Background: an optimization exercise with open tools, aiming at small area, a short achievable clock period and few clock cycles. Do not read the settings as production practice.
Only simulation tests tie the RTL to the original design; equivalence was not proved.
Power and IR drop assume default switching activity.

==> flow/design.v (excerpt) <==
module mul_unit
    (
        input logic clk,
        input logic rst,
        input logic [1:0] issue_fn3,
        input logic [31:0] rs1,
        input logic [31:0] rs2,
        input logic issue_new_request,
        input logic [3:0] issue_id,
        output logic issue_ready,
        input logic wb_ack,
        output logic wb_done,
        output logic [3:0] wb_id,
        output logic [31:0] wb_rd
    );
    logic rs1_is_signed, rs2_is_signed, is_mulhx;
    logic [32:0] a;
    logic [33:0] b;
    logic advance;
    logic valid_r;
    logic mulh_r;
    logic [3:0] id_r;
    logic [126:0] cut_d;
    logic [126:0] cut_q;
    logic [63:0] sum_x, sum_y, product;
  ...
Size in the first run: roughly 3300 cells after synthesis, about 130 flip-flops, ~30000 um^2 of cells after synthesis.
Settings: LEC_CHECK=0, CAP_MARGIN=20, CORE_MARGIN=2, CORE_UTILIZATION=40, SETUP_SLACK_MARGIN=4, SLEW_MARGIN=20; clock period 10.0 ns.
run.sh (not shown) runs the stock make flow with config.mk's settings and CLKGATE_MAP_FILE= SYNTH_SCRIPT=/design/flow/synth_recipe.tcl, a recipe that flattens the netlist after the stock synthesis.
Testbench counts at the start, summed over its fixed seeds: cycles 16,008.
==> next run, changes <==
SETUP_SLACK_MARGIN = unset   (was 4)
Final cell count fell by 3.8%.
Worst setup slack gets worse by 1300 ps.
Fmax fell by 17%.
Final area fell by 11%.
First-iteration DRC count fell by 17%.
Non-clock buffer count fell by 155.
Sequential power is about the same.
Power fell by 5.8%.

---

Another version of the RTL of mul_unit (not shown whole).
Size: ~2800 cells after synthesis, ~150 flip-flops, roughly 110 I/O pins, roughly 27000 µm² of cells after synthesis.
clock: 10.0 ns
lec_check: 0
cap_margin: 20
core_margin: 2
core_utilization: 40
cts_buf_list: sky130_fd_sc_hd__clkbuf_4 sky130_fd_sc_hd__clkbuf_8
setup_slack_margin: 4
slew_margin: 20
standard.sh (not shown) runs the stock make flow with config.mk's settings and CLKGATE_MAP_FILE= SYNTH_SCRIPT=/design/flow/synth_recipe.tcl, a recipe that flattens the netlist after the stock synthesis.
==> flow/flow/run.sh <==
#!/bin/bash
# The standard ORFS layout (standard.sh) with two changes:
#  - SYNTH_ARGS=-noabc: Yosys's synth skips its quick "abc -fast" pass, so
#    the full adders written in the RTL reach extract_fa as written; the
#    registers are the same as the standard synthesis's;
#  - the port buffers that buffer_ports inserts are plain buffers
#    (buf_4) instead of the default delay cells.
cp standard.sh standard_sh_copy.log
export BUFFER_PORTS_ARGS="-buffer_cell sky130_fd_sc_hd__buf_4"
bash standard.sh SYNTH_ARGS=-noabc finish > standard.log 2>&1
status=$?
tail -50 standard.log
exit $status
Testbench counts at the start, summed over its fixed seeds: cycles 16,008.
Next try:
--- a/flow/config.mk
+++ b/flow/config.mk
@@ -10,2 +10 @@
-export CORE_UTILIZATION = 40
-export CTS_BUF_LIST = sky130_fd_sc_hd__clkbuf_4 sky130_fd_sc_hd__clkbuf_8
+export CORE_UTILIZATION = 65
Effect: Cell area decreases by 1.3%. Clock skew decreases by 0.010 ns. Synthesized area does not change. Wire length is about the same. Utilization increases by 27 points. Register-to-register slack degrades by 0.09 ns. Global-route usage increases by 16 points. Total power increases by about 0.8%.
Next try:
--- a/flow/flow/run.sh
+++ b/flow/flow/run.sh
@@ -7 +7 @@
-#    (buf_4) instead of the default delay cells.
+#    (buf_2) instead of the default delay cells.
@@ -9 +9 @@
-export BUFFER_PORTS_ARGS="-buffer_cell sky130_fd_sc_hd__buf_4"
+export BUFFER_PORTS_ARGS="-buffer_cell sky130_fd_sc_hd__buf_2"
--- a/flow/config.mk
+++ b/flow/config.mk
@@ -10,2 +10,4 @@
-export CORE_UTILIZATION = 65
-export SETUP_SLACK_MARGIN = 4
+export CORE_UTILIZATION = 40
+export CTS_BUF_LIST = sky130_fd_sc_hd__clkbuf_8
+export PLACE_DENSITY = 0.8
+export SETUP_SLACK_MARGIN = 3.85
Design area shrinks by about 1.2%.
Total power shrinks by 4.5%.
Non-clock buffer count shrinks by 7.
Next try:
--- a/flow/config.mk
+++ b/flow/config.mk
@@ -8 +8 @@
-export CAP_MARGIN = 20
+export CAP_MARGIN = 5
@@ -13,2 +13,2 @@
-export SETUP_SLACK_MARGIN = 3.85
-export SLEW_MARGIN = 20
+export SETUP_SLACK_MARGIN = 4
+export SLEW_MARGIN = 5
Register-to-register slack improved by 0.14 ns. Count of clock-buffer cells in the layout rose by 1. Synthesized cell count is unchanged. Non-clock buffer count rose by 16. Cell area rose slightly. Wire length rose slightly. Via count rose slightly.
Next try:
--- a/flow/config.mk
+++ b/flow/config.mk
@@ -8 +8 @@
-export CAP_MARGIN = 5
+export CAP_MARGIN = 20
@@ -11,2 +11,2 @@
-export CTS_BUF_LIST = sky130_fd_sc_hd__clkbuf_8
-export PLACE_DENSITY = 0.8
+export GPL_ROUTABILITY_DRIVEN = 0
+export GPL_TIMING_DRIVEN = 0
@@ -14 +14 @@
-export SLEW_MARGIN = 5
+export SLEW_MARGIN = 20
Outcome: Total power rises by 6.1%. Non-clock buffer count is higher by 163. Global-route usage is higher by 4.7 points. Routed wire length goes up by 18%. Maximum frequency goes up by 0.39%. Sequential power hardly moves. First-iteration DRC count goes up by 15%. Sequential share of layout area is lower by 0.30 points. Count of clock-buffer cells in the layout went up by 2. Cell area is higher by 2.9%.

---

mul_unit again, from the RTL that the note above started with.
clock: 10.0 ns
lec_check: 0
cap_margin: 20
core_margin: 2
core_utilization: 40
place_density: 0.8
setup_slack_margin: 4.15
slew_margin: 20
==> flow/flow/run.sh <==
#!/bin/bash
# The standard ORFS layout (standard.sh) with two changes:
#  - SYNTH_ARGS=-noabc: Yosys's synth skips its quick "abc -fast" pass, so
#    the full adders written in the RTL reach extract_fa as written; the
#    registers are the same as the standard synthesis's;
#  - the port buffers that buffer_ports inserts are plain buffers
#    (buf_2) instead of the default delay cells.
cp standard.sh standard_sh_copy.log
export BUFFER_PORTS_ARGS="-buffer_cell sky130_fd_sc_hd__buf_2"
bash standard.sh SYNTH_ARGS=-noabc finish > standard.log 2>&1
status=$?
tail -50 standard.log
exit $status
The first run finished with timing, DRC and antenna clean.
Testbench counts at the start, summed over its fixed seeds: cycles 16,008.
Then changed:
--- a/flow/flow/run.sh
+++ b/flow/flow/run.sh
@@ -7 +7 @@
-#    (buf_2) instead of the default delay cells.
+#    (buf_4) instead of the default delay cells.
@@ -9 +9 @@
-export BUFFER_PORTS_ARGS="-buffer_cell sky130_fd_sc_hd__buf_2"
+export BUFFER_PORTS_ARGS="-buffer_cell sky130_fd_sc_hd__buf_4"
- ABC_AREA: default -> 1
- PLACE_DENSITY: 0.8 -> default
- SETUP_SLACK_MARGIN: 4.15 -> 4
=> Count of clock-buffer cells in the layout is unchanged; sequential share of layout area fell by 0.32 points; die area rose by about 4%; utilization fell by 0.63 points; critical path depth fell by 2.

[port drivers added, routing unchanged]
How much do the figures lean on ideal ports? The routed layouts below were timed once more, with nothing changed but the port constraints. Step 1 sets driving cells, clkbuf_16 on the clock port and buf_2 on the other inputs (assumed; they add their load-dependent delay and slew). Step 2, shift: input delay + t, output delay - t, t = (earliest + latest rising clock arrival at the registers) / 2. This alone moves slack from input paths to output paths. Three values: ideal ports, drivers, drivers and shift; two values: the first two.
run	t (ns)	setup slack, ns	worst data-port slew with drivers (ns)
the first run of note 1	0.478	3.902 / 3.930 / 3.452	0.12
the second run of note 1	0.471	2.632 / 2.661 / 2.190	0.05
the first run of note 2	0.617	3.979 / 3.918 / 3.443	0.08
the second run of note 2	0.548	3.966 / 3.905 / 3.499	0.09
the third run of note 2	0.595	3.842 / 3.784 / 3.417	0.13
the fourth run of note 2	0.601	3.980 / 3.920 / 3.465	0.08
the fifth run of note 2	0.550	4.004 / 3.998 / 3.499	0.09
the first run of note 3	0.534	4.062 / 3.999 / 3.715	0.10
the second run of note 3	0.506	3.970 / 3.971 / 3.465	0.06
After both steps every run listed still meets setup and hold. The setup slack of the first run of note 2, which loses most, moves by -0.061 ns with the drivers and by -0.536 ns with both steps.
